What follows belongs to an exercise in optimizing a design on an open flow for small area, a short achievable clock period and few clock cycles per item; a production flow would make more cautious choices. Where RTL was checked, it was by simulation tests only, not by an equivalence proof against the original. The RTL of run 1 was laid out without a check of its function.

--- flow/constraint.sdc ---
create_clock -name core_clock -period 33.0 [get_ports {clock}]
set_input_delay 6.6000 -clock core_clock [delete_from_list [all_inputs] [get_ports {clock}]]
set_output_delay 6.6000 -clock core_clock [all_outputs]
set_load 0.01 [all_outputs]
--- flow/config.mk ---
export PLATFORM = sky130hd
export DESIGN_NAME = pratica3
export DESIGN_NICKNAME = pratica3
export VERILOG_FILES = /design/flow/design.v
export SDC_FILE = /design/flow/constraint.sdc
export NUM_CORES = 4
export LEC_CHECK = 0
export CAP_MARGIN = 20
export CORE_MARGIN = 2
export CORE_UTILIZATION = 40
export SLEW_MARGIN = 20
--- flow/run.sh ---
#!/bin/bash
# synth_recipe.tcl (not shown) runs the flow's synth.tcl, then flattens the netlist and writes it again
# the make line also repeats each setting of config.mk as NAME=value (left out here)
make -C /OpenROAD-flow-scripts/flow DESIGN_CONFIG=/design/flow/config.mk WORK_HOME=/design/flow/orfs CLKGATE_MAP_FILE= SYNTH_SCRIPT=/design/flow/synth_recipe.tcl finish
--- flow/design.v ---
module mux(R1, R2, R3, R4, R5, R6, R7, RegAddr, RegOut);
	input [15:0]R1, R2, R3, R4, R5, R6, R7;
	input [2:0]RegAddr;
	output reg [15:0]RegOut;
  always@(*)
  begin
    case(RegAddr)
      3'b001: RegOut = R1;
      3'b010: RegOut = R2;
      3'b011: RegOut = R3;
      3'b100: RegOut = R4;
      3'b101: RegOut = R5;
      3'b110: RegOut = R6;
      3'b111: RegOut = R7;
      default: RegOut = 16'd0;    
    endcase
  end
endmodule
module BancoRegistradores(clock, reset, data, address, write, R1, R2, R3, R4, R5, R6, R7);
	input clock, reset;
	input [15:0] data;
	input write;
	input [2:0] address;
	output reg [15:0] R1, R2, R3, R4, R5, R6, R7;
	wire [15:0] d0 = data & {16{~reset}};                   
	wire [15:0] d1 = {d0[15:1], data[0] | reset};           
	wire [15:0] d2 = {d0[15:2], data[1] | reset, d0[0]};    
	wire [7:0] sel = {7'd0, write} << address;
	always @(posedge clock)
	begin
		if(reset | sel[1]) R1 <= d1;
		if(reset | sel[2]) R2 <= d1;
		if(reset | sel[3]) R3 <= d1;
		if(reset | sel[4]) R4 <= d2;
		if(reset | sel[5]) R5 <= d0;
		if(reset | sel[6]) R6 <= d1;
		if(reset | sel[7]) R7 <= d0;
	end
endmodule
module FilaInstrucao(clock, reset, inValid, inInstr, inReady, idle,
                     valid, instrOut, stall, stallNext, evNext);
  input clock, reset, inValid;
  input [15:0] inInstr;
  input stall;        
  input stallNext;    
  input evNext;       
  output reg inReady;
  output reg idle;
  output reg valid;
  output reg [12:0] instrOut;
  wire take = ~valid | ~stall;
  wire validNext = ~take | inValid;
  always @(posedge clock)
  begin
    if(reset)
    begin
      valid <= 1'b0;
      inReady <= 1'b1;
      idle <= 1'b1;
    end
    else
    begin
      valid <= validNext;
      inReady <= ~validNext | ~stallNext;
      idle <= ~validNext & ~evNext;
    end
    if(take)
      instrOut <= inInstr[12:0];
  end
endmodule
module UnidadeFuncional(clock, reset, adv, loadValid, loadDiv, fwdAny, loadOp, loadDst,
                        Yin, Xin, trivial, prepA, prepRem, prepCnt,
                        stall, pend, stallNext, evNext, A, B, we, dst, result);
	input clock, reset;
	input adv, loadValid, loadDiv, fwdAny;
	input [1:0] loadOp;
	input [2:0] loadDst;
	input [15:0] Yin, Xin;
	input trivial;
	input [15:0] prepA, prepRem;
	input [3:0] prepCnt;
	output stall, pend, stallNext, evNext, we;
	output reg [15:0] A, B;
	output reg [2:0] dst;
	output reg [15:0] result;
	localparam ADD = 3'd0, SUB = 3'd1, MUL = 3'd2, MOV = 3'd3, ITER = 3'd4, PEND = 3'd5;
	reg ev;
	reg [2:0] op;
	reg [3:0] cnt;
	reg [15:0] rem;
	wire isIter = (op == ITER);
	assign pend = ev & (op == PEND);
	wire last = (cnt == 4'd1);
	wire done = ev & ~pend & (~isIter | last);
	assign stall = ev & (pend | (isIter & ~last));
	assign we = done;
	wire loadPrep = adv & loadDiv & ~fwdAny;    
	wire prep = loadPrep | pend;
	wire [2:0] divOp = trivial ? MOV : ITER;
	wire [2:0] loadOpE = loadDiv ? (fwdAny ? PEND : divOp) : {1'b0, loadOp};
	assign evNext = adv ? loadValid : (ev & ~done);
	assign stallNext = adv ? (loadValid & loadDiv & (fwdAny | ~trivial))
	                       : (pend ? ~trivial : (ev & isIter & (cnt > 4'd2)));
	wire sub = op[0];
	wire [16:0] sumW = {A, 1'b1} + {B ^ {16{sub}}, sub};
	wire [15:0] prod = A * B;
	wire [16:0] t1 = {rem, A[15]};
	wire [16:0] d1 = t1 - {1'b0, B};
	wire q1 = ~d1[16];
	wire [15:0] r1 = q1 ? d1[15:0] : t1[15:0];
	wire [16:0] t2 = {r1, A[14]};
	wire [16:0] d2 = t2 - {1'b0, B};
	wire q2 = ~d2[16];
	wire [15:0] r2 = q2 ? d2[15:0] : t2[15:0];
	wire [15:0] shifted = {A[13:0], q1, q2};
	always @(*)
	begin
		case(op)
			ADD, SUB: result = sumW[16:1];
			MUL: result = prod;
			MOV: result = A;
			default: result = shifted;
		endcase
	end
	always @(posedge clock)
	begin
		if(reset)
			ev <= 1'b0;
		else
			ev <= evNext;
		if(adv)
		begin
			op <= loadOpE;
			dst <= loadDst;
			B <= Xin;
		end
		else if(pend)
			op <= divOp;
		A <= prep ? prepA : (adv ? Yin : shifted);
		rem <= prep ? prepRem : r2;
		cnt <= prep ? prepCnt : cnt - 4'd1;
	end
endmodule
module estacaoReserva(ir, irValid, stall, pend, A, B, R1, R2, R3, R4, R5, R6, R7,
                      we, dst, result, adv, newValid, newDiv, fwdAny, newOp, newY, newX,
                      trivial, prepA, prepRem, prepCnt);
   input [12:0] ir;
   input irValid, stall, pend;
   input [15:0] A, B;
   input [15:0] R1, R2, R3, R4, R5, R6, R7;
   input we;
   input [2:0] dst;
   input [15:0] result;
   output adv, newValid, newDiv, fwdAny;
   output [1:0] newOp;
   output [15:0] newY, newX;
   output trivial;
   output reg [15:0] prepA, prepRem;
   output reg [3:0] prepCnt;
   wire [2:0] rz = ir[12:10];
   wire [2:0] ry = ir[9:7];
   wire [2:0] rx = ir[6:4];
   wire [3:0] opc = ir[3:0];
   wire isArith = (opc == 4'b0000 || opc == 4'b0001 || opc == 4'b0100 || opc == 4'b0101);
   assign adv = irValid & ~stall;
   assign newValid = isArith & (rz != 3'd0);
   assign newDiv = (opc == 4'b0101);
   assign newOp = {opc[2], opc[0]};    
   wire [15:0] regY, regX;
   mux SelecRy(R1, R2, R3, R4, R5, R6, R7, ry, regY);
   mux SelecRx(R1, R2, R3, R4, R5, R6, R7, rx, regX);
   wire fwdY = we & (dst == ry);
   wire fwdX = we & (dst == rx);
   assign fwdAny = fwdY | fwdX;
   assign newY = fwdY ? result : regY;
   assign newX = fwdX ? result : regX;
   wire [15:0] y = pend ? A : regY;
   wire [15:0] x = pend ? B : regX;
   wire xz = (x == 16'd0);
   wire x1 = (x == 16'd1);
   wire lt0 = (y < x);
   wire lt4 = (y[15:4] < x);
   wire lt8 = (y[15:8] < x);
   wire lt12 = (y[15:12] < x);
   assign trivial = xz | x1 | lt0;
   always @(*)
   begin
      if(trivial)
      begin
         prepA = xz ? 16'hFFFF : (x1 ? y : 16'd0);
         prepRem = 16'd0;
         prepCnt = 4'd0;
      end
      else if(lt4)
      begin
         prepA = {y[3:0], 12'd0};
         prepRem = {4'd0, y[15:4]};
         prepCnt = 4'd2;
      end
      else if(lt8)
      begin
         prepA = {y[7:0], 8'd0};
         prepRem = {8'd0, y[15:8]};
         prepCnt = 4'd4;
      end
      else if(lt12)
      begin
         prepA = {y[11:0], 4'd0};
         prepRem = {12'd0, y[15:12]};
         prepCnt = 4'd6;
      end
      else
      begin
         prepA = y;
         prepRem = 16'd0;
         prepCnt = 4'd8;
      end
   end
endmodule
module CDB(clock, reset, instr_valid, instr, instr_ready, idle,
           R1, R2, R3, R4, R5, R6, R7);
  input clock, reset, instr_valid;
  input [15:0] instr;
  output instr_ready, idle;
  output [15:0] R1, R2, R3, R4, R5, R6, R7;
  wire        irValid;
  wire [12:0] ir;
  wire        stall, pend, stallNext, evNext;
  wire        adv, newValid, newDiv, fwdAny;
  wire [1:0]  newOp;
  wire [15:0] newY, newX;
  wire        trivial;
  wire [15:0] prepA, prepRem;
  wire [3:0]  prepCnt;
  wire [15:0] A, B;
  wire        we;
  wire [2:0]  dst;
  wire [15:0] result;
  FilaInstrucao fila(clock, reset, instr_valid, instr, instr_ready, idle,
                     irValid, ir, stall, stallNext, evNext);
  estacaoReserva operandos(ir, irValid, stall, pend, A, B, R1, R2, R3, R4, R5, R6, R7,
                           we, dst, result, adv, newValid, newDiv, fwdAny, newOp, newY, newX,
                           trivial, prepA, prepRem, prepCnt);
  UnidadeFuncional uf(clock, reset, adv, newValid, newDiv, fwdAny, newOp, ir[12:10],
                      newY, newX, trivial, prepA, prepRem, prepCnt,
                      stall, pend, stallNext, evNext, A, B, we, dst, result);
  BancoRegistradores banco(clock, reset, result, dst, we,
                           R1, R2, R3, R4, R5, R6, R7);
endmodule
module pratica3(clock, reset, instr_valid, instr, instr_ready, idle,
                R1, R2, R3, R4, R5, R6, R7);
	input clock, reset;
	input instr_valid;
	input [15:0] instr;
	output instr_ready, idle;
	output [15:0] R1, R2, R3, R4, R5, R6, R7;
	CDB cdb(clock, reset, instr_valid, instr, instr_ready, idle,
	        R1, R2, R3, R4, R5, R6, R7);
endmodule
==> notes.md, run 1 <==
crit-path leading delay family buffers and inverters; DR iter-0 viols 1,307; yosys warns 5; Worst Path Arrival about 1.5 ns; number of global-route vias before repair around 15,000; Critical Path Max Stage Delay about 0.58 ns; Worst Path Buf+Inv 1; fmax ~0.12 GHz; syn avg cell area 9.52 um2; Worst EP required 26.40 ns; Synth Cell Area between 0.015 and 0.02 mm2; Max Cap Viol 0; register area share after synthesis about 30%; clk slew on worst S/H paths about 0.08 ns; via count around 15,000; max-slew headroom at the worst pin about 23%; area growth from synthesis to layout 14.3%; Yosys cell types 88; Clock Skews roughly 0.019 ns; post-cts sizing count 0; # IOs 133; Remaining DRCs 0; worst hold margin ~0.45 ns; outcome no timing/DRC/antenna violations; final setup vio count 0; GRT Total Usage a little over a quarter; post-CTS setup buffers 0; fin crit period between 8 and 9 ns; Tcrit/Tclk final 24.5%; Worst setup EP type output pin; Syn Inst Count between 1,500 and 2,000; maximum clock path buffer count 2; Initial Utilization between 40% and 50%; WS Path Type flip-flop to output pin; Sum Neg Setup Slack 0 ns; Final Hold Vio Count 0; number of diodes 0; Post-synth ARST share 0%; Mapped Nets between 2,000 and 2,500; Worst setup SP type flip-flop; Critical-path top delay cell clkdlybuf4s50_1; maximum fanout along the worst path 3; PortBufs 129; Final ANT Viol Nets 0; storage element area between 0.005 and 0.006 mm2; Die H 213 um; H-tree lvl count 4; cells along the critical path clkdlybuf4s50_1; total CTS buffers 17; first-pass GRT wire length between 80,000 and 90,000 um; slew of the pin with the lowest slew margin 1.15 ns; total wire length around 58,000 um; Rows 76; multi-input logic area between 0.01 and 0.015 mm2; Hold Crit Class flip-flop to flip-flop; Synth Flop Type edfxtp_1; largest net degree at the start of global routing between 40 and 50; fin nets 2,171; HPWL Detailed about 43,000 um; setup slack, reg-to-reg 25.65 ns; Vias/cell 5.89; Routed WL per cell around 23 um; DR pass1 iterations 5; initial antenna violation count 1; Chip Width 213 um; Placer Congestion between 0.9 and 1; final global-route overflow total 0; Filler Cells Inserted around 4,100; Core ar. roughly 0.043 mm2; Slew Viols, Final 0; Die ar. 0.0455 mm2; CTS Hold Bufs 0; root buffer cell clkbuf_16; clock latency on the worst-skew pair around 0.47 ns; CTS Sinks 187; CTS tree yes; EDFF count, synth around 150; number of synthesized register bits roughly 190; layout cells sized above 1 8.28%; RSZ-0062 raised after global routing no
==> layout by cell type (no fill, tap or decap), drive strengths merged, types with 18 or more instances in the layout <==
| cell | n |
|---|---|
| inv | 178 |
| nand2 | 156 |
| edfxtp | 147 |
| ha | 138 |
| nor2 | 137 |
| clkdlybuf4s50 | 129 |
| o21ai | 100 |
| fa | 82 |
| and2 | 78 |
| a21oi | 76 |
| mux2i | 76 |
| xnor2 | 59 |
| mux2 | 51 |
| buf | 41 |
| dfxtp | 40 |
| xor2 | 35 |
| a221oi | 34 |
| nor2b | 23 |
| o22ai | 23 |
| nand3 | 22 |
| nor3 | 19 |
| o211ai | 18 |
==> cell usage after synthesis, types with 6 or more instances <==
library cell	instances	area (um2)
mux2_2	48	541
o21bai_1	9	67.6
mux2i_1	75	751
mux4_2	12	270
o31ai_1	11	82.6
a32oi_1	8	70.1
o211ai_1	18	135
o2111ai_1	6	52.6
dfxtp_1	40	801
ha_1	138	1730
o21a_1	16	120
a221oi_1	33	289
buf_2	12	60.1
nor3_1	18	90.1
inv_1	172	646
and2_1	77	482
a22o_1	6	52.6
a31oi_1	12	75.1
edfxtp_1	147	4410
o311ai_0	7	61.3
nor2b_1	23	144
fa_1	82	1640
buf_4	7	52.6
a22oi_1	17	128
o22ai_1	23	144
nand2_1	156	586
nor2_1	136	510
clkbuf_1	71	267
a221o_1	17	170
nand4_1	6	37.5
xor2_1	35	307
o31a_1	6	52.6
a211oi_1	14	105
xnor2_1	58	508
a21o_1	9	67.6
nand2b_1	17	106
nand3_1	22	110
a21oi_1	76	380
or3_1	7	43.8
o21ai_0	95	475
==> metal layers <==
layer	global-route usage, %	vias to the layer above	routed length, um
li1	-	6789	-
met1	34.1	7360	24800
met2	42.4	630	26700
met3	5.93	126	4720
met4	9.46	0	1940
met5	0	-	0
==> through the flow <==
stage | worst slack (ns) | instance area (um2) | std cells | util [%]
finish | 24.91 | 20000 | 2530 | 46.4
floorplan | 24.95 | 17500 | 1841 | -
detailed placement | 24.49 | 19500 | 2498 | 45.1
CTS | 24.93 | 20000 | 2530 | 46.4
global route | 24.88 | 20000 | 2530 | 46.4
global placement | 24.48 | 19500 | 2498 | 45.1
==> final timing paths <==
check | startpoint | end | cells after the start
max | cdb.banco.R4[13] | R4[13] | 1
max reg2reg | cdb.uf.B[3] | cdb.uf.A[12] | 19
min reg2reg | cdb.fila.instrOut[12] | cdb.uf.dst[2] | 0
min | cdb.fila.instrOut[12] | cdb.uf.dst[2] | 0
==> kinds of logic after synthesis <==
group / after synthesis / share of synthesized area [%]
flip-flops: 187 / 29.8
buffers and inverters: 275 / 6.25
XOR/XNOR: 96 / 5.06
AND/OR/NAND/NOR: 491 / 13.4
adder cells (fa/ha/maj): 220 / 19.2
AO/OA/AOI/OAI: 433 / 17.1
multiplexers: 139 / 9.18
==> worst register-to-register path: stages (launching register included) <==
cell	delay (ns)
edfxtp_1	0.91
inv_1	0.33
nor2_1	0.33
fa_1	0.50
fa_1	0.50
ha_1	0.21
fa_1	0.48
inv_1	0.06
fa_1	0.50
fa_1	0.50
inv_1	0.04
ha_1	0.31
nor3_1	0.08
a2111oi_0	0.76
o22ai_1	0.23
xnor2_1	0.18
a22oi_1	0.73
mux2_2	0.30
a211o_1	0.12
o221ai_1	0.12
==> layout make-up <==
type | count | area share, %
inverters | 177 | 3.32
repair buffers | 170 | 7.98
well taps | 585 | 3.65
clock inverters | 15 | 0.768
flip-flops and latches | 187 | 26.0
clock buffers | 17 | 2.12
multi-input cells | 1379 | 56.1
==> sequential cells by signal (all words and copies together) (netlist names), 4 cells and up <==
| signal | cells |
|---|---|
| cdb.banco.R7 | 16 |
| cdb.banco.R6 | 16 |
| cdb.banco.R4 | 16 |
| cdb.banco.R5 | 16 |
| cdb.banco.R2 | 16 |
| cdb.uf.cnt | 4 |
| cdb.banco.R3 | 16 |
| cdb.banco.R1 | 16 |
| cdb.uf.B | 16 |
| cdb.uf.A | 16 |
| cdb.fila.instrOut | 13 |
| cdb.uf.rem | 16 |
==> inputs of run 2 (changes only) <==
--- a/flow/design.v
+++ b/flow/design.v
@@ -18,5 +18,5 @@
 endmodule
 module BancoRegistradores(clock, reset, data, address, write, R1, R2, R3, R4, R5, R6, R7);
-	input clock, reset;
+	input clock, reset;    
 	input [15:0] data;
 	input write;
@@ -57,5 +57,5 @@
       valid <= 1'b0;
       inReady <= 1'b1;
-      idle <= 1'b1;
+      idle <= 1'b0;       
     end
     else
@@ -104,5 +104,6 @@
 	wire sub = op[0];
 	wire [16:0] sumW = {A, 1'b1} + {B ^ {16{sub}}, sub};
-	wire [15:0] prod = A * B;
+	wire [15:0] prod;
+	multiplicador mul(A, B, prod);
 	wire [16:0] t1 = {rem, A[15]};
 	wire [16:0] d1 = t1 - {1'b0, B};
@@ -141,4 +142,49 @@
 		cnt <= prep ? prepCnt : cnt - 4'd1;
 	end
+endmodule
+module multiplicador(a, b, p);
+	input [15:0] a, b;
+	output [15:0] p;
+	wire [16:0] bx = {b, 1'b0};
+	reg [15:0] row [0:8];
+	reg [15:0] m;
+	reg neg;
+	reg [7:0] negs;
+	integer k;
+	always @(*)
+	begin
+		for(k = 0; k < 8; k = k + 1)
+		begin
+			case(bx[2*k +: 3])
+				3'b000, 3'b111: begin m = 16'd0; neg = 1'b0; end
+				3'b001, 3'b010: begin m = a; neg = 1'b0; end
+				3'b011:         begin m = {a[14:0], 1'b0}; neg = 1'b0; end
+				3'b100:         begin m = ~{a[14:0], 1'b0}; neg = 1'b1; end
+				default:        begin m = ~a; neg = 1'b1; end
+			endcase
+			row[k] = m << (2*k);
+			negs[k] = neg;
+		end
+		for(k = 1; k < 8; k = k + 1)
+			row[k][2*k-2] = negs[k-1];
+		row[8] = {1'b0, negs[7], 14'd0};
+	end
+	function [31:0] csa;    
+		input [15:0] x, y, z;
+		reg [15:0] s, c;
+		begin
+			s = x ^ y ^ z;
+			c = (x & y) | (x & z) | (y & z);
+			csa = {c[14:0], 1'b0, s};
+		end
+	endfunction
+	wire [31:0] l1a = csa(row[0], row[1], row[2]);
+	wire [31:0] l1b = csa(row[3], row[4], row[5]);
+	wire [31:0] l1c = csa(row[6], row[7], row[8]);
+	wire [31:0] l2a = csa(l1a[15:0], l1a[31:16], l1b[15:0]);
+	wire [31:0] l2b = csa(l1b[31:16], l1c[15:0], l1c[31:16]);
+	wire [31:0] l3 = csa(l2a[15:0], l2a[31:16], l2b[15:0]);
+	wire [31:0] l4 = csa(l3[15:0], l3[31:16], l2b[31:16]);
+	assign p = l4[15:0] + l4[31:16];
 endmodule
 module estacaoReserva(ir, irValid, stall, pend, A, B, R1, R2, R3, R4, R5, R6, R7,
@@ -180,7 +226,7 @@
    wire x1 = (x == 16'd1);
    wire lt0 = (y < x);
-   wire lt4 = (y[15:4] < x);
-   wire lt8 = (y[15:8] < x);
-   wire lt12 = (y[15:12] < x);
+   wire lt4 = (x[15:12] != 4'd0) | (y[15:4] < x[11:0]);
+   wire lt8 = (x[15:8] != 8'd0) | (y[15:8] < x[7:0]);
+   wire lt12 = (x[15:4] != 12'd0) | (y[15:12] < x[3:0]);
    assign trivial = xz | x1 | lt0;
    always @(*)
@@ -245,5 +291,8 @@
                       newY, newX, trivial, prepA, prepRem, prepCnt,
                       stall, pend, stallNext, evNext, A, B, we, dst, result);
-  BancoRegistradores banco(clock, reset, result, dst, we,
+  reg resetRF;
+  always @(posedge clock)
+    resetRF <= reset;
+  BancoRegistradores banco(clock, resetRF, result, dst, we,
                            R1, R2, R3, R4, R5, R6, R7);
 endmodule
==> notes.md, run 2 <==
outcome no timing/DRC/antenna violations; utilization after layout 45.9% (-0.51 points); crit path from cdb.banco.R1[0]; Stages on worst setup path 1 (unchanged); worst-case reg-to-reg path depth 17 (-2); root buffer cell clkbuf_16; Area contributors post-synth edfxtp_1, ha_1, fa_1; Yosys cell types 91 (+3.4%); number of global-route vias before repair 14,800 (-0.93%); maximum fanout along the worst path 3 (unchanged); syn avg cell area 9.33 um2 (-2.0%); clock latency on the worst-skew pair 0.45 ns (-0.02 ns); cells along the critical path clkdlybuf4s50_1; met1 GRT Util 36.2% (+2.0 points); DR pass1 iterations 6 (+1); M2 GR Usage 43.6% (+1.3 points); via count 15,500 (+4.0%); RSZ-0062 raised after global routing no; setup slack, reg-to-reg 26.07 ns (+0.42 ns); Sum Neg Setup Slack 0 ns (unchanged); WS Path Type flip-flop to output pin; GRT Total Usage 26.8% (+0.72 points); fin nets 2,096 (-3.5%); CTS Sinks 188 (+0.53%); yosys warns 8 (+3); area growth from synthesis to layout 13.8%; first-pass GRT wire length 91,700 um (+2.5%); post-CTS setup buffers 0 (unchanged); Die ar. 0.0448 mm2 (-1.5%); hold path cells 0 (unchanged); Die H 212 um (-0.76%); final global-route overflow total 0 (unchanged); Core ar. 0.0428 mm2 (-0.88%); Tcrit/Tclk final 24.5% (+0.041 points); total wire length 60,200 um (+3.6%); layout cells sized above 1 9.03% (+0.75 points); final worst setup slack 24.90 ns (-0.0134 ns); R2R Path Start cdb.uf.B[9]; Chip Width 212 um (-0.76%); EDFF count, synth 147 (unchanged); register area share after synthesis 30.3% (+0.58 points); Worst Path Buf+Inv 1 (unchanged); fin crit period 8.10 ns (+0.0134 ns); Clock Skews 0.00951 ns (-0.00964 ns); number of diodes 0 (unchanged); Initial Utilization 40.3% (-0.27 points); Hold Crit Class flip-flop to flip-flop; met3 Use GR 4.61% (-1.3 points); slew of the pin with the lowest slew margin 1.08 ns (-0.0658 ns); maximum clock path buffer count 2 (unchanged); r2r endpoint cdb.banco.R2[15]; Critical-path top delay cell clkdlybuf4s50_1; post-cts sizing count 0 (unchanged); worst slack, placed 25.38 ns (+0.894 ns); busiest metal layer after global routing met2; hold path startpoint cdb.fila.instrOut[11]; Max Cap Viol 0 (unchanged); Critical Path Max Stage Delay 0.62 ns (+0.04 ns); Final ANT Viol Nets 0 (unchanged); Synth Cell Area 0.0173 mm2 (-1.5%); CTS tree yes; final setup vio count 0 (unchanged); clk slew on worst S/H paths 0.08 ns (about the same); largest net degree at the start of global routing 47 (-4.1%); Remaining DRCs 0 (unchanged); Slew Viols, Final 0 (unchanged); Post-synth ARST share 0% (unchanged); CTS Hold Bufs 0 (unchanged); max-slew headroom at the worst pin 27.1% (+4.4 points); Worst Path Arrival 1.50 ns (about the same); crit-path leading delay family buffers and inverters; cell taking the most area after synthesis edfxtp_1; Worst setup EP type output pin; total CTS buffers 17 (unchanged); HPWL Detailed 44,700 um (+3.3%); number of synthesized register bits 188 (+0.53%); Vias/cell 6.27 (+6.4%); Filler Cells Inserted 4,102 (-0.77%); Worst setup SP type flip-flop; Rows 76 (unchanged); PortBufs 129 (unchanged); Synth top area share 25.6% (+0.39 points); Final Hold Vio Count 0 (unchanged); most frequent cells in the layout edfxtp_1, nor2_1, clkdlybuf4s50_1; most common cell after layout, fill and taps aside edfxtp_1; initial antenna violation count 0 (-1); Worst EP required 26.40 ns (about the same); Routed WL per cell 24.4 um (+6.0%); Mapped Nets 2,032 (-2.3%); WHS Endpoint cdb.uf.dst[1]; Placer Congestion 0.995 (+1.3%); Syn Inst Count 1,850 (+0.49%); # IOs 133 (unchanged); DR iter-0 viols 1,474 (+13%); commonest cells in the netlist edfxtp_1, nor2_1, nand2_1, ha_1, a21oi_1; Synth Flop Type edfxtp_1; H-tree lvl count 4 (unchanged); fmax 0.123 GHz (-0.16%); most common cell in the synthesized netlist edfxtp_1
[run 2: cell types whose count changed after synthesis, moves of 17 or more]
cell	change
nand2_1	-32
xor2_1	+35
a21oi_1	+35
and2_1	-67
ha_1	-17
buf_1	+17
fa_1	-40
inv_1	-78
[run 2: through the flow]
| stage | instances | hold WS, ns | area, um2 |
|---|---|---|---|
| after floorplan | 1850 | 0.427 | 17300 |
| after global placement | 2440 | 0.445 | 19000 |
| after detailed placement | 2440 | 0.442 | 19000 |
| after CTS | 2472 | 0.458 | 19600 |
| after global routing | 2473 | 0.472 | 19600 |
| final | 2473 | 0.454 | 19600 |
[run 2: per-layer routing]
layer / vias up / part of all wire [%] / wire, um
met2: 753 / 46 / 27800
met4: 0 / 2.9 / 1740
met1: 7572 / 43 / 25900
met3: 117 / 7.9 / 4780
li1: 7055 / - / -
met5: - / 0 / 0
[run 2: worst max path at each step]
stage | slack [ns] | endpoint
after CTS | 24.88 | R1[0]
final | 24.90 | R1[0]
after floorplan | 25.97 | R1[4]
after global routing | 24.86 | R1[0]
after global placement | 25.38 | R1[0]
after detailed placement | 25.38 | R1[0]
[run 2: kinds of logic after synthesis]
family          Yosys count  synth area share (%)
compound gates          548                  22.4
xor+xnor                131                  6.81
flops                   188                  30.3
fa+ha+maj               163                  13.6
simple gates            460                  12.8
mux                     131                  8.55
buf+inv                 229                  5.50
[run 2: final cells by class]
type	count	area (um2)	share of cell area (%)
multi-input combinational	1433	11100	56.6
sequential	188	5240	26.7
timing repair buffer	178	1670	8.49
clock buffer	18	429	2.19
clock inverter	14	146	0.745
inverter	96	360	1.83
tap	546	683	3.48
Testbench counts of run 2, summed over its fixed seeds: cycles 13,239, items 12,000.
==> inputs of run 3 (changes only) <==
==> flow/flow/run.sh (new file) <==
#!/bin/bash
# The standard layout, except that the port buffers are sky130_fd_sc_hd__buf_2
# cells rather than the delay buffers buffer_ports picks by default.
set -euo pipefail
bash standard.sh BUFFER_PORTS_ARGS="-buffer_cell sky130_fd_sc_hd__buf_2" finish > standard.log 2>&1
==> flow/standard.sh (new file) <==
#!/bin/bash
# synth_recipe.tcl (not shown) runs the flow's synth.tcl, then flattens the netlist and writes it again
# the make line also repeats each setting of config.mk as NAME=value (left out here)
make -C /OpenROAD-flow-scripts/flow DESIGN_CONFIG=/design/flow/config.mk WORK_HOME=/design/flow/orfs CLKGATE_MAP_FILE= SYNTH_SCRIPT=/design/flow/synth_recipe.tcl "${@:-finish}"
--- a/flow/config.mk
+++ b/flow/config.mk
@@ -9,3 +9,5 @@
 export CORE_MARGIN = 2
 export CORE_UTILIZATION = 40
+export CTS_BUF_LIST = sky130_fd_sc_hd__clkbuf_8
+export CTS_CLUSTER_SIZE = 40
 export SLEW_MARGIN = 20
removed: flow/run.sh
==> notes.md, run 3 <==
outcome no timing/DRC/antenna violations; Yosys cell types 91 (unchanged); cells along the critical path buf_2; Synth Flop Type edfxtp_1; yosys warns 8 (unchanged); # IOs 133 (unchanged); Max Cap Viol 0 (unchanged); Slew Viols, Final 0 (unchanged); clk slew on worst S/H paths 0.11 ns (+0.03 ns); crit-path leading delay family flip-flops; CTS Sinks 188 (unchanged); HPWL Detailed 44,200 um (-0.94%); Chip Width 212 um (unchanged); crit path capture R1[0]; cell taking the most area after synthesis edfxtp_1; Rows 76 (unchanged); slew of the pin with the lowest slew margin 1.18 ns (+0.0925 ns); Mapped Nets 2,032 (unchanged); Tcrit/Tclk final 23.6% (-0.90 points); fin crit period 7.80 ns (-0.297 ns); clock latency on the worst-skew pair 0.53 ns (+0.08 ns); hold path startpoint cdb.fila.instrOut[11]; Die H 212 um (unchanged); register area share after synthesis 30.3% (unchanged); number of global-route vias before repair 14,700 (-0.34%); RSZ-0062 raised after global routing no; Worst setup EP type output pin; most frequent cells in the layout edfxtp_1, nor2_1, buf_2; hold path cells 0 (unchanged); Routed WL per cell 24.1 um (-1.0%); EDFF count, synth 147 (unchanged); DR iter-0 viols 1,388 (-5.8%); most common cell after layout, fill and taps aside edfxtp_1; H-tree lvl count 4 (unchanged); R2R Path Start cdb.uf.B[9]; Post-synth ARST share 0% (unchanged); initial antenna violation count 0 (unchanged); Initial Utilization 40.3% (unchanged); setup slack, reg-to-reg 26.11 ns (+0.04 ns); root buffer cell clkbuf_8; Critical-path top delay cell edfxtp_1; syn avg cell area 9.33 um2 (unchanged); post-cts sizing count 0 (unchanged); post-CTS setup buffers 0 (unchanged); Core ar. 0.0428 mm2 (unchanged); Final Hold Vio Count 0 (unchanged); number of diodes 0 (unchanged); worst-case reg-to-reg path depth 17 (unchanged); Final ANT Viol Nets 0 (unchanged); PortBufs 129 (unchanged); Vias/cell 6.20 (-1.1%); Die ar. 0.0448 mm2 (unchanged); maximum clock path buffer count 2 (unchanged); GRT Total Usage 26.5% (-0.34 points); CTS tree yes; area growth from synthesis to layout 8.91%; first-pass GRT wire length 89,900 um (-1.9%); Worst setup SP type flip-flop; maximum fanout along the worst path 3 (unchanged); DR pass1 iterations 5 (-1); final setup vio count 0 (unchanged); Critical Path Max Stage Delay 0.48 ns (-0.14 ns); fin nets 2,092 (-0.19%); Sum Neg Setup Slack 0 ns (unchanged); crit path from cdb.banco.R1[0]; Worst Path Arrival 1.20 ns (-0.30 ns); r2r endpoint cdb.banco.R4[15]; Filler Cells Inserted 4,129 (+0.66%); total wire length 59,500 um (-1.2%); CTS Hold Bufs 0 (unchanged); WS Path Type flip-flop to output pin; Stages on worst setup path 1 (unchanged); Clock Skews 0.0223 ns (+0.0128 ns); Syn Inst Count 1,850 (unchanged); final global-route overflow total 0 (unchanged); largest net degree at the start of global routing 50 (+6.4%); commonest cells in the netlist edfxtp_1, nor2_1, nand2_1, ha_1, a21oi_1; layout cells sized above 1 15.5% (+6.5 points); Hold Crit Class flip-flop to flip-flop; Synth Cell Area 0.0173 mm2 (unchanged); Remaining DRCs 0 (unchanged); Placer Congestion 1.02 (+2.8%); max-slew headroom at the worst pin 20.7% (-6.4 points); Area contributors post-synth edfxtp_1, ha_1, fa_1; fmax 0.128 GHz (+3.8%); most common cell in the synthesized netlist edfxtp_1; Worst Path Buf+Inv 1 (unchanged); Synth top area share 25.6% (unchanged); total CTS buffers 17 (unchanged); number of synthesized register bits 188 (unchanged); via count 15,300 (-1.3%); Worst EP required 26.40 ns (about the same)
[run 3: cells by family (layout without fill, tap and decap cells)]
logic type               after synthesis  count (layout)  synth area share, %
AO/OA/AOI/OAI                        548             548                 22.4
AND/OR/NAND/NOR                      460             460                 12.8
buffers and inverters                229             302                 5.50
multiplexers                         131             131                 8.55
XOR/XNOR                             131             131                 6.81
flip-flops                           188             188                 30.3
adder cells (fa/ha/maj)              163             163                 13.6
[run 3: area by class of cell]
class / count / area (um2) / share of cell area (%)
clock buffer: 17 / 234 / 1.24
clock inverter: 15 / 195 / 1.04
inverter: 96 / 360 / 1.92
multi-input combinational: 1433 / 11100 / 59.1
sequential: 188 / 5240 / 27.8
tap: 546 / 683 / 3.63
timing repair buffer: 174 / 983 / 5.23
[run 3: how the worst min path moves through the flow]
stage               slack, ns       endpoint
finish                   0.47  cdb.uf.dst[1]
global route             0.48  cdb.uf.dst[1]
CTS                      0.47  cdb.uf.dst[1]
detailed placement       0.45  cdb.uf.dst[1]
global placement         0.45  cdb.uf.dst[0]
floorplan                0.43  cdb.uf.dst[1]
[run 3: stage by stage]
stage / utilization, % / instance area (um2) / instances / setup WS, ns / hold WS [ns]
2_1_floorplan: - / 17300 / 1850 / 25.97 / 0.427
3_3_place_gp: 42.9 / 18400 / 2437 / 25.77 / 0.445
3_5_place_dp: 42.9 / 18400 / 2437 / 25.76 / 0.445
4_1_cts: 43.9 / 18800 / 2469 / 25.18 / 0.473
5_1_grt: 43.9 / 18800 / 2469 / 25.17 / 0.484
6_report: 43.9 / 18800 / 2469 / 25.20 / 0.468
[run 3: per-layer routing]
layer / part of all wire, % / wire length [um] / up-vias / track usage (%)
li1: - / - / 7040 / -
met1: 42 / 24700 / 7434 / 34.1
met2: 46 / 27300 / 698 / 42.7
met3: 8.5 / 5070 / 125 / 5.67
met4: 4.0 / 2380 / 0 / 11.7
met5: 0 / 0 / - / 0
==> inputs of run 4 (changes only) <==
--- a/flow/config.mk
+++ b/flow/config.mk
@@ -9,5 +9,3 @@
 export CORE_MARGIN = 2
 export CORE_UTILIZATION = 40
-export CTS_BUF_LIST = sky130_fd_sc_hd__clkbuf_8
-export CTS_CLUSTER_SIZE = 40
 export SLEW_MARGIN = 20
==> notes.md, run 4 <==
clk slew on worst S/H paths 0.08 ns (-0.03 ns); CTS tree yes; most common cell after layout, fill and taps aside edfxtp_1; Sum Neg Setup Slack 0 ns (unchanged); fin nets 2,092 (unchanged); Area contributors post-synth edfxtp_1, ha_1, fa_1; Core ar. 0.0428 mm2 (unchanged); Die ar. 0.0448 mm2 (unchanged); DR pass1 iterations 6 (+1); max-slew headroom at the worst pin 19.0% (-1.7 points); area growth from synthesis to layout 10.0%; number of global-route vias before repair 14,800 (+0.39%); via count 15,400 (+0.51%); cells along the critical path buf_2; Hold Crit Class flip-flop to flip-flop; Initial Utilization 40.3% (unchanged); Die H 212 um (unchanged); clock latency on the worst-skew pair 0.47 ns (-0.06 ns); total CTS buffers 17 (unchanged); DR iter-0 viols 1,300 (-6.3%); number of diodes 0 (unchanged); H-tree lvl count 4 (unchanged); EDFF count, synth 147 (unchanged); outcome no timing/DRC/antenna violations; fin crit period 7.73 ns (-0.0756 ns); Routed WL per cell 24.1 um (about the same); cell taking the most area after synthesis edfxtp_1; crit-path leading delay family flip-flops; slew of the pin with the lowest slew margin 1.20 ns (+0.0260 ns); Vias/cell 6.23 (+0.51%); commonest cells in the netlist edfxtp_1, nor2_1, nand2_1, ha_1, a21oi_1; maximum clock path buffer count 2 (unchanged); WS Path Type flip-flop to output pin; number of synthesized register bits 188 (unchanged); setup slack, reg-to-reg 26.10 ns (about the same); Final ANT Viol Nets 0 (unchanged); syn avg cell area 9.33 um2 (unchanged); post-CTS setup buffers 0 (unchanged); post-cts sizing count 0 (unchanged); register area share after synthesis 30.3% (unchanged); largest net degree at the start of global routing 50 (unchanged); Synth top area share 25.6% (unchanged); most frequent cells in the layout edfxtp_1, nor2_1, buf_2; Syn Inst Count 1,850 (unchanged); total wire length 59,500 um (about the same); maximum fanout along the worst path 3 (unchanged); Tcrit/Tclk final 23.4% (-0.23 points); hold path startpoint cdb.fila.instrOut[11]; yosys warns 8 (unchanged); first-pass GRT wire length 90,000 um (about the same); Placer Congestion 1.02 (unchanged); Rows 76 (unchanged); Synth Cell Area 0.0173 mm2 (unchanged); Slew Viols, Final 0 (unchanged); Max Cap Viol 0 (unchanged); Remaining DRCs 0 (unchanged); Yosys cell types 91 (unchanged); CTS Hold Bufs 0 (unchanged); Final Non-Filler Cells 2,469 (unchanged); PortBufs 129 (unchanged); HPWL Detailed 44,200 um (unchanged); worst-case reg-to-reg path depth 17 (unchanged); initial antenna violation count 0 (unchanged); hold path cells 0 (unchanged); Worst EP required 26.40 ns (about the same); R2R Path Start cdb.uf.B[2]; root buffer cell clkbuf_16; Final Hold Vio Count 0 (unchanged); r2r endpoint cdb.banco.R1[14]; Worst Path Buf+Inv 1 (unchanged); Worst setup EP type output pin; GRT Total Usage 26.4% (-0.030 points); Worst Path Arrival 1.13 ns (-0.07 ns); layout cells sized above 1 15.5% (unchanged); Critical Path Max Stage Delay 0.47 ns (about the same); CTS Sinks 188 (unchanged); most common cell in the synthesized netlist edfxtp_1; Clock Skews 0.0166 ns (-0.00573 ns); fmax 0.129 GHz (+0.98%); Post-synth ARST share 0% (unchanged); # IOs 133 (unchanged); RSZ-0062 raised after global routing no; final global-route overflow total 0 (unchanged); WHS Endpoint cdb.uf.dst[1]; Chip Width 212 um (unchanged); Critical-path top delay cell edfxtp_1; Mapped Nets 2,032 (unchanged); Worst setup SP type flip-flop; Placed Instances 2,437 (unchanged); Synth Flop Type edfxtp_1; final setup vio count 0 (unchanged)
## run 4: cell type report
| type | count | area (um2) |
|---|---|---|
| multi-input combinational | 1433 | 11100 |
| fill | 4097 | 23800 |
| sequential | 188 | 5240 |
| clock inverter | 15 | 195 |
| tap | 546 | 683 |
| timing repair buffer | 174 | 983 |
| inverter | 96 | 360 |
| clock buffer | 17 | 425 |
## run 4: worst max path at each step
stage | depth (start not counted) | startpoint | endpoint
floorplan | 0 | cdb.banco.R1[4] | R1[4]
global placement | 1 | cdb.banco.R1[0] | R1[0]
detailed placement | 1 | cdb.banco.R1[0] | R1[0]
CTS | 1 | cdb.banco.R1[0] | R1[0]
global route | 1 | cdb.banco.R1[0] | R1[0]
finish | 1 | cdb.banco.R1[0] | R1[0]
## run 4: cells by family (layout without fill, tap and decap cells)
| group | count (synthesis) | count (layout) | synth area share, % |
|---|---|---|---|
| fa+ha+maj | 163 | 163 | 13.6 |
| compound gates | 548 | 548 | 22.4 |
| simple gates | 460 | 460 | 12.8 |
| flops | 188 | 188 | 30.3 |
| mux | 131 | 131 | 8.55 |
| xor+xnor | 131 | 131 | 6.81 |
| buf+inv | 229 | 302 | 5.50 |
## run 4: routing by layer
layer	track usage, %	vias to the layer above	wire length, um
met3	5.46	129	4870
met1	34.0	7464	24800
met2	43.2	737	27500
met5	0	-	0
li1	-	7045	-
met4	11.0	0	2290
## run 4: metrics by stage
| stage | utilization [%] | hold slack (ns) | instance area [um2] | setup WS [ns] |
|---|---|---|---|---|
| 2_1_floorplan | - | 0.427 | 17300 | 25.97 |
| 3_3_place_gp | 42.9 | 0.445 | 18400 | 25.77 |
| 3_5_place_dp | 42.9 | 0.445 | 18400 | 25.76 |
| 4_1_cts | 44.4 | 0.465 | 19000 | 25.26 |
| 5_1_grt | 44.4 | 0.473 | 19000 | 25.25 |
| 6_report | 44.4 | 0.463 | 19000 | 25.27 |
==> inputs of run 5 (changes only) <==
==> flow/flow/run.sh (replaced) <==
#!/bin/bash
# The standard layout with two changes:
#  - ABC maps the logic with delay-targeted area recovery (map -D, then
#    buffering and gate sizing to the same target) instead of the default
#    speed script, which sizes every path for minimum delay;
#  - the port buffers are sky130_fd_sc_hd__buf_2 cells rather than the delay
#    buffers buffer_ports picks by default.
# Synthesis is otherwise ORFS's (synth_recipe.tcl, unchanged), so the
# registers and their names are the standard synthesis's.
set -euo pipefail
work=$PWD
rm -rf "$work/scripts"
cp -r "$FLOW_HOME/scripts" "$work/scripts"
cp "$work/flow/abc_area.script" "$work/scripts/abc_area.script"
bash standard.sh SCRIPTS_DIR="$work/scripts" ABC_AREA=1 \
  BUFFER_PORTS_ARGS="-buffer_cell sky130_fd_sc_hd__buf_2" finish > standard.log 2>&1
==> flow/flow/abc_area.script (new file) <==
strash
dch
map -D 5000 -B 0.9
topo
stime -c
buffer -c
upsize -c -D 5000
dnsize -c -D 5000
==> notes.md, run 5 <==
DR pass1 iterations 6 (unchanged); area growth from synthesis to layout 11.5%; final worst setup slack 25.28 ns (+0.00850 ns); syn avg cell area 7.91 um2 (-15%); WS Path Type flip-flop to output pin; Synth Cell Area 0.0157 mm2 (-9.0%); Area contributors post-synth edfxtp_1, ha_1, nand2_1; fmax 0.130 GHz (+0.11%); Initial Utilization 40.6% (+0.22 points); first-pass GRT wire length 89,500 um (-0.51%); HPWL Detailed 44,900 um (+1.5%); via count 15,600 (+1.5%); Cell Area, Placed 0.0169 mm2 (-8.0%); number of synthesized register bits 188 (unchanged); Final ANT Viol Nets 0 (unchanged); Post-synth ARST share 0% (unchanged); Vias/cell 5.98 (-3.9%); most frequent cells in the layout nand2_1, inv_1, o21ai_0; Core ar. 0.0387 mm2 (-9.5%); WHS Endpoint cdb.uf.dst[1]; cell taking the most area after synthesis edfxtp_1; Critical-path top delay cell edfxtp_1; final setup vio count 0 (unchanged); Worst Path Buf+Inv 1 (unchanged); Max Cap Viol 0 (unchanged); RSZ-0062 raised after global routing no; Mapped Nets 2,169 (+6.7%); clock latency on the worst-skew pair 0.47 ns (about the same); max-slew headroom at the worst pin 25.1% (+6.2 points); most common cell after layout, fill and taps aside nand2_1; fin crit period 7.72 ns (-0.00850 ns); PortBufs 129 (unchanged); Placer Congestion 0.973 (-4.9%); # IOs 133 (unchanged); total CTS buffers 17 (unchanged); setup slack, reg-to-reg 25.31 ns (-0.79 ns); Hold Crit Class flip-flop to flip-flop; initial antenna violation count 0 (unchanged); Tcrit/Tclk final 23.4% (-0.026 points); Routed WL per cell 22.7 um (-5.6%); Clock Skews 0.0196 ns (+0.00300 ns); maximum fanout along the worst path 3 (unchanged); Chip Width 202 um (-4.5%); number of global-route vias before repair 15,100 (+1.9%); CTS Sinks 188 (unchanged); most common cell in the synthesized netlist nand2_1; Critical Path Max Stage Delay 0.47 ns (about the same); crit-path leading delay family flip-flops; outcome no timing/DRC/antenna violations; GRT Total Usage 28.9% (+2.4 points); DR iter-0 viols 1,629 (+25%); Synth top area share 28.1% (+2.5 points); Remaining DRCs 0 (unchanged); register area share after synthesis 33.3% (+3.0 points); cells along the critical path buf_2; r2r endpoint cdb.uf.A[0]; slew of the pin with the lowest slew margin 1.12 ns (-0.0797 ns); post-cts sizing count 0 (unchanged); CTS Hold Bufs 0 (unchanged); Worst setup SP type flip-flop; Worst setup EP type output pin; Worst Path Arrival 1.12 ns (about the same); Placed Instances 2,578 (+5.8%); maximum clock path buffer count 2 (unchanged); Final Non-Filler Cells 2,609 (+5.7%); yosys warns 8 (unchanged); Yosys cell types 40 (-56%); H-tree lvl count 4 (unchanged); Worst EP required 26.40 ns (about the same); Die ar. 0.0409 mm2 (-8.8%); Final Hold Vio Count 0 (unchanged); CTS tree yes; total wire length 59,400 um (-0.26%); worst slack, placed 25.53 ns (-0.236 ns); fin nets 2,261 (+8.1%); number of diodes 0 (unchanged); hold path cells 0 (unchanged); Die H 202 um (-4.5%); Rows 72 (-5.3%); Synth Flop Type edfxtp_1; Sum Neg Setup Slack 0 ns (unchanged); hold path startpoint cdb.fila.instrOut[11]; EDFF count, synth 147 (unchanged); largest net degree at the start of global routing 55 (+10%); R2R Path Start cdb.uf.B[1]; Syn Inst Count 1,987 (+7.4%); final global-route overflow total 0 (unchanged); clk slew on worst S/H paths 0.08 ns (about the same); worst-case reg-to-reg path depth 42 (+25); post-CTS setup buffers 0 (unchanged); layout cells sized above 1 9.13% (-6.4 points); post-route cell area 0.0175 mm2 (-7.8%); Slew Viols, Final 0 (unchanged); root buffer cell clkbuf_16; commonest cells in the netlist nand2_1, inv_1, o21ai_0, a21oi_1, edfxtp_1
-- run 5: how the worst max path moves through the flow --
stage                     startpoint               to  slack, ns  depth (start not counted)
detailed placement       cdb.uf.B[1]  cdb.banco.R1[0]      25.53                         38
global route             cdb.uf.B[1]      cdb.uf.A[0]      24.77                         42
floorplan           cdb.banco.R5[15]           R5[15]      25.98                          0
finish              cdb.banco.R1[10]           R1[10]      25.28                          1
global placement         cdb.uf.B[1]  cdb.banco.R1[0]      25.51                         38
CTS                 cdb.banco.R1[10]           R1[10]      25.29                          1
-- run 5: metal layers --
metal,vias up,GRT usage (%),routed length (um)
li1,7177,-,-
met1,7381,37.7,24500
met2,879,45.1,26100
met3,171,6.01,5560
met4,0,15.0,3180
met5,-,0,0
-- run 5: layout make-up --
type                            instances  area [um2]
Clock inverter                         14         184
Clock buffer                           17         425
Multi-Input combinational cell       1423        9080
Fill cell                            3915       21200
Timing Repair Buffer                  154         833
Inverter                              295        1110
Tap cell                              518         648
Sequential cell                       188        5240
-- run 5: metrics by stage --
stage / hold WS [ns] / utilization, %
final: 0.451 / 45.2
after floorplan: 0.421 / -
after CTS: 0.449 / 45.2
after global routing: 0.458 / 45.2
after detailed placement: 0.433 / 43.6
after global placement: 0.436 / 43.6
-- run 5: logic make-up after synthesis --
kind of cell | after synthesis | synth area share, %
buffers and inverters | 376 | 8.98
adder cells (fa/ha/maj) | 163 | 15.0
AND/OR/NAND/NOR | 551 | 14.1
flip-flops | 188 | 33.3
XOR/XNOR | 66 | 3.68
AO/OA/AOI/OAI | 643 | 25.0
==> inputs of run 6 (changes only) <==
==> flow/flow/abc_area.script (replaced) <==
strash
dch
map -D 4500 -B 0.9
topo
stime -c
buffer -c
upsize -c -D 4500
dnsize -c -D 4500
==> notes.md, run 6 <==
post-cts sizing count 0 (unchanged); commonest cells in the netlist nand2_1, inv_1, o21ai_0, a21oi_1, edfxtp_1; busiest metal layer after global routing met2; H-tree lvl count 4 (unchanged); Sum Neg Setup Slack 0 ns (unchanged); initial antenna violation count 0 (unchanged); Synth Cell Area 0.0159 mm2 (+1.4%); Routed WL per cell 22.1 um (-3.0%); CTS tree yes; Critical Path Max Stage Delay 0.47 ns (about the same); Die ar. 0.0414 mm2 (+1.3%); clock latency on the worst-skew pair 0.48 ns (about the same); Area contributors post-synth edfxtp_1, ha_1, nand2_1; DR pass1 iterations 6 (unchanged); Vias/cell 5.91 (-1.2%); Synth Flop Type edfxtp_1; met1 GRT Util 36.4% (-1.3 points); most frequent cells in the layout nand2_1, inv_1, o21ai_0; M2 GR Usage 45.3% (+0.22 points); root buffer cell clkbuf_16; cell taking the most area after synthesis edfxtp_1; Hold Crit Class flip-flop to flip-flop; fin crit period 7.72 ns (+0.00280 ns); final global-route overflow total 0 (unchanged); yosys warns 8 (unchanged); Clock Skews 0.0233 ns (+0.00370 ns); HPWL Detailed 44,700 um (-0.46%); post-CTS setup buffers 0 (unchanged); CTS Hold Bufs 0 (unchanged); Syn Inst Count 2,050 (+3.2%); Final ANT Viol Nets 0 (unchanged); area growth from synthesis to layout 11.4% (about the same); first-pass GRT wire length 88,900 um (-0.65%); met3 Use GR 5.85% (-0.17 points); maximum clock path buffer count 2 (unchanged); Max Cap Viol 0 (unchanged); Tcrit/Tclk final 23.4% (about the same); cells along the critical path buf_2; Worst setup SP type flip-flop; Slew Viols, Final 0 (unchanged); number of diodes 0 (unchanged); Worst EP required 26.40 ns (about the same); Core ar. 0.0395 mm2 (+2.1%); number of synthesized register bits 188 (unchanged); PortBufs 129 (unchanged); Filler Cells Inserted 4,004 (+2.3%); Worst setup EP type output pin; Worst Path Arrival 1.12 ns (about the same); total wire length 59,200 um (-0.22%); largest net degree at the start of global routing 54 (-1.8%); RSZ-0062 raised after global routing no; outcome no timing/DRC/antenna violations; max-slew headroom at the worst pin 17.4% (-7.7 points); Remaining DRCs 0 (unchanged); Initial Utilization 40.3% (-0.29 points); WS Path Type flip-flop to output pin; clk slew on worst S/H paths 0.07 ns (about the same); Final Hold Vio Count 0 (unchanged); Worst Path Buf+Inv 1 (unchanged); via count 15,900 (+1.6%); Rows 73 (+1.4%); layout cells sized above 1 9.59% (+0.45 points); crit-path leading delay family flip-flops; register area share after synthesis 32.9% (-0.45 points); Placer Congestion 1.01 (+3.9%); total CTS buffers 17 (unchanged); Yosys cell types 44 (+10%); Critical-path top delay cell edfxtp_1; most common cell in the synthesized netlist nand2_1; syn avg cell area 7.77 um2 (-1.7%); maximum fanout along the worst path 3 (unchanged); Synth top area share 27.7% (-0.38 points); Die H 204 um (+0.67%); number of global-route vias before repair 15,200 (+0.84%); DR iter-0 viols 1,773 (+8.8%); # IOs 133 (unchanged); most common cell after layout, fill and taps aside nand2_1; Mapped Nets 2,232 (+2.9%); Post-synth ARST share 0% (unchanged); GRT Total Usage 28.4% (-0.50 points); final setup vio count 0 (unchanged); CTS Sinks 188 (unchanged); fin nets 2,328 (+3.0%); fmax 0.130 GHz (about the same); slew of the pin with the lowest slew margin 1.21 ns (+0.0849 ns); EDFF count, synth 147 (unchanged); Chip Width 204 um (+0.67%)
## run 6: cell count changes in the layout (fill, tap and decap cells not counted), sizes merged, moves of 6 or more
| cell | change |
|---|---|
| a21oi | +12 |
| a221oi | -7 |
| buf | +8 |
| clkinv | +6 |
| inv | +7 |
| nand2 | +36 |
| nor2 | -6 |
| o21ai | +19 |
| o221ai | -9 |
## run 6: area by class of cell
| class | instances | area, um2 | area share [%] |
|---|---|---|---|
| Multi-Input combinational cell | 1474 | 9250 | 52.1 |
| Clock buffer | 17 | 425 | 2.40 |
| Timing Repair Buffer | 163 | 898 | 5.06 |
| Inverter | 302 | 1130 | 6.39 |
| Clock inverter | 15 | 143 | 0.804 |
| Sequential cell | 188 | 5240 | 29.5 |
| Tap cell | 525 | 657 | 3.70 |
## run 6: logic make-up (layout without fill, tap and decap cells)
group	Yosys count	after routing	synth area share, %
AO/OA/AOI/OAI	653	653	24.6
XOR/XNOR	64	64	3.52
adder cells (fa/ha/maj)	163	163	14.8
buffers and inverters	388	497	9.15
flip-flops	188	188	32.9
AND/OR/NAND/NOR	594	594	15.1
## run 6: path summary, 6_finish.rpt
kind                                            start         endpoint  slack, ns  cells after the start
worst min register to register  cdb.fila.instrOut[11]    cdb.uf.dst[1]       0.44                      0
worst max-delay path                 cdb.banco.R3[10]           R3[10]      25.28                      1
worst max register to register            cdb.uf.B[7]  cdb.banco.R1[0]      25.40                     29
worst min-delay path            cdb.fila.instrOut[11]    cdb.uf.dst[1]       0.44                      0
## run 6: per-stage QoR
stage,utilization (%),hold WS (ns),cell area (um2),setup WS [ns],instances
after CTS,44.8,0.448,17700,25.28,2683
after floorplan,-,0.426,15900,25.98,2050
final,44.9,0.444,17700,25.28,2684
after global placement,43.4,0.441,17200,25.65,2651
after global routing,44.9,0.460,17700,24.79,2684
after detailed placement,43.4,0.435,17200,25.58,2651
## run 6: per-layer routing
| layer | wire length (um) | up-vias |
|---|---|---|
| li1 | - | 7386 |
| met1 | 24000 | 7443 |
| met2 | 26400 | 891 |
| met3 | 5990 | 142 |
| met4 | 2800 | 0 |
| met5 | 0 | - |
==> inputs of run 7 (changes only) <==
==> flow/flow/abc_area.script (replaced) <==
strash
dch
map -D 4000 -B 0.9
topo
stime -c
buffer -c
upsize -c -D 4000
dnsize -c -D 4000
==> notes.md, run 7 <==
outcome no timing/DRC/antenna violations; Slew Viols, Final 0 (unchanged); worst hold margin 0.456 ns (+0.0116 ns); Placer Congestion 0.967 (-4.4%); cells along the critical path buf_2; number of diodes 0 (unchanged); most common cell after layout, fill and taps aside nand2_1; cell taking the most area after synthesis edfxtp_1; Area contributors post-synth edfxtp_1, nand2_1, ha_1; number of synthesized register bits 188 (unchanged); Critical Path Max Stage Delay 0.47 ns (about the same); syn avg cell area 7.57 um2 (-2.5%); Critical-path top delay cell edfxtp_1; Die H 205 um (+0.87%); Clock Skews 0.0187 ns (-0.00464 ns); PortBufs 129 (unchanged); Vias/cell 5.95 (+0.62%); Syn Inst Count 2,141 (+4.4%); WS Path Type flip-flop to output pin; M2 GR Usage 47.5% (+2.1 points); via count 16,500 (+3.8%); met1 GRT Util 39.0% (+2.6 points); Mapped Nets 2,323 (+4.1%); first-pass GRT wire length 94,100 um (+5.8%); root buffer cell clkbuf_16; Final ANT Viol Nets 0 (unchanged); Worst Path Buf+Inv 1 (unchanged); fmax 0.129 GHz (-0.29%); Die ar. 0.0421 mm2 (+1.7%); maximum clock path buffer count 2 (unchanged); post-CTS setup buffers 0 (unchanged); Hold Crit Class flip-flop to flip-flop; Chip Width 205 um (+0.87%); CTS tree yes; Sum Neg Setup Slack 0 ns (unchanged); Rows 73 (unchanged); total CTS buffers 17 (unchanged); total wire length 62,200 um (+5.1%); register area share after synthesis 32.3% (-0.58 points); Worst Path Arrival 1.14 ns (+0.02 ns); Core ar. 0.0398 mm2 (+0.69%); maximum fanout along the worst path 3 (unchanged); post-cts sizing count 0 (unchanged); met3 Use GR 6.45% (+0.60 points); area growth from synthesis to layout 11.1%; Tcrit/Tclk final 23.5% (+0.069 points); DR iter-0 viols 2,146 (+21%); Yosys cell types 42 (-4.5%); busiest metal layer after global routing met2; crit-path leading delay family flip-flops; Initial Utilization 40.7% (+0.44 points); DR pass1 iterations 6 (unchanged); GRT Total Usage 29.9% (+1.5 points); most common cell in the synthesized netlist nand2_1; Max Cap Viol 0 (unchanged); Synth top area share 27.2% (-0.49 points); Worst EP required 26.40 ns (about the same); H-tree lvl count 4 (unchanged); Worst setup EP type output pin; RSZ-0062 raised after global routing no; Routed WL per cell 22.5 um (+1.8%); Post-synth ARST share 0% (unchanged); initial antenna violation count 0 (unchanged); final global-route overflow total 0 (unchanged); CTS Sinks 188 (unchanged); HPWL Detailed 47,300 um (+5.9%); EDFF count, synth 147 (unchanged); Placed Instances 2,738 (+3.3%); Synth Cell Area 0.0162 mm2 (+1.8%); yosys warns 8 (unchanged); final setup vio count 0 (unchanged); Final Non-Filler Cells 2,770 (+3.2%); # IOs 133 (unchanged); max-slew headroom at the worst pin 30.0% (+13 points); most frequent cells in the layout nand2_1, inv_1, o21ai_0; commonest cells in the netlist nand2_1, inv_1, o21ai_0, a21oi_1; slew of the pin with the lowest slew margin 1.04 ns (-0.166 ns); layout cells sized above 1 8.78% (-0.81 points); clk slew on worst S/H paths 0.08 ns (about the same); Final Hold Vio Count 0 (unchanged); CTS Hold Bufs 0 (unchanged); Worst setup SP type flip-flop; fin nets 2,414 (+3.7%); clock latency on the worst-skew pair 0.49 ns (about the same); Synth Flop Type edfxtp_1; number of global-route vias before repair 15,700 (+3.1%); fin crit period 7.74 ns (+0.0227 ns); Remaining DRCs 0 (unchanged); largest net degree at the start of global routing 56 (+3.7%)
-- run 7: cell type report --
cell class	instances	area [um2]
Fill cell	4080	21800
Clock inverter	14	164
Inverter	316	1190
Tap cell	525	657
Timing Repair Buffer	156	848
Multi-Input combinational cell	1553	9490
Clock buffer	18	429
Sequential cell	188	5240
-- run 7: kinds of logic (layout without fill, tap and decap cells) --
family	count (synthesis)	in the layout	share of synthesized area [%]
XOR/XNOR	58	58	3.13
AO/OA/AOI/OAI	660	660	24.0
multiplexers	2	2	0.124
flip-flops	188	188	32.3
adder cells (fa/ha/maj)	163	163	14.5
AND/OR/NAND/NOR	670	670	16.7
buffers and inverters	400	504	9.27
-- run 7: per-stage QoR --
step	area (um2)	worst slack [ns]	util, %
2_1_floorplan	16200	25.98	-
3_3_place_gp	17400	25.79	43.7
3_5_place_dp	17400	25.77	43.7
4_1_cts	18000	25.26	45.2
5_1_grt	18000	25.23	45.2
6_report	18000	25.26	45.2
-- run 7: final timing paths --
check	to	slack (ns)	cells past startpoint	start
worst max-delay path	R5[3]	25.26	1	cdb.banco.R5[3]
worst max register to register	cdb.uf.A[12]	25.74	27	cdb.uf.B[3]
worst min-delay path	cdb.uf.dst[2]	0.46	0	cdb.fila.instrOut[12]
worst min register to register	cdb.uf.dst[2]	0.46	0	cdb.fila.instrOut[12]
-- run 7: per-layer routing --
layer  part of all wire, %  vias up
li1                      -     7626
met1                    41     7761
met2                    45      937
met3                    10      147
met4                   4.3        0
met5                     0        -

[static timing again, ports no longer ideal]
The flow's constraints put no driver on any port. The routed layouts listed below were extracted and timed again, unchanged, in two steps. Step 1 assumes that a clkbuf_16 drives the clock port and a buf_2 every other input. Step 2, shift: input delay + t, output delay - t, t = (earliest + latest rising clock arrival at the registers) / 2. This alone moves slack from input paths to output paths. Slacks: ideal ports / drivers / drivers and shift; pairs: ideal ports / drivers.
| run | t, ns | setup WS [ns] | clock arrival spread, ns | pins driven straight from the clock port |
|---|---|---|---|---|
| run 1 | 0.506 | 24.914 / 24.866 / 24.451 | 0.019 / 0.019 | 1 |
| run 2 | 0.500 | 24.901 / 24.850 / 25.350 | 0.010 / 0.010 | 1 |
| run 3 | 0.572 | 25.198 / 25.150 / 25.722 | 0.023 / 0.022 | 1 |
| run 4 | 0.514 | 25.274 / 25.221 / 25.735 | 0.017 / 0.017 | 1 |
| run 5 | 0.514 | 25.283 / 25.228 / 25.315 | 0.019 / 0.020 | 1 |
| run 6 | 0.520 | 25.280 / 25.227 / 25.401 | 0.023 / 0.023 | 1 |
| run 7 | 0.540 | 25.257 / 25.200 / 25.737 | 0.018 / 0.019 | 1 |
After both steps setup and hold are still met in every run listed. The setup slack of run 1, which loses most, moves by -0.048 ns with the drivers and by -0.463 ns with both steps.
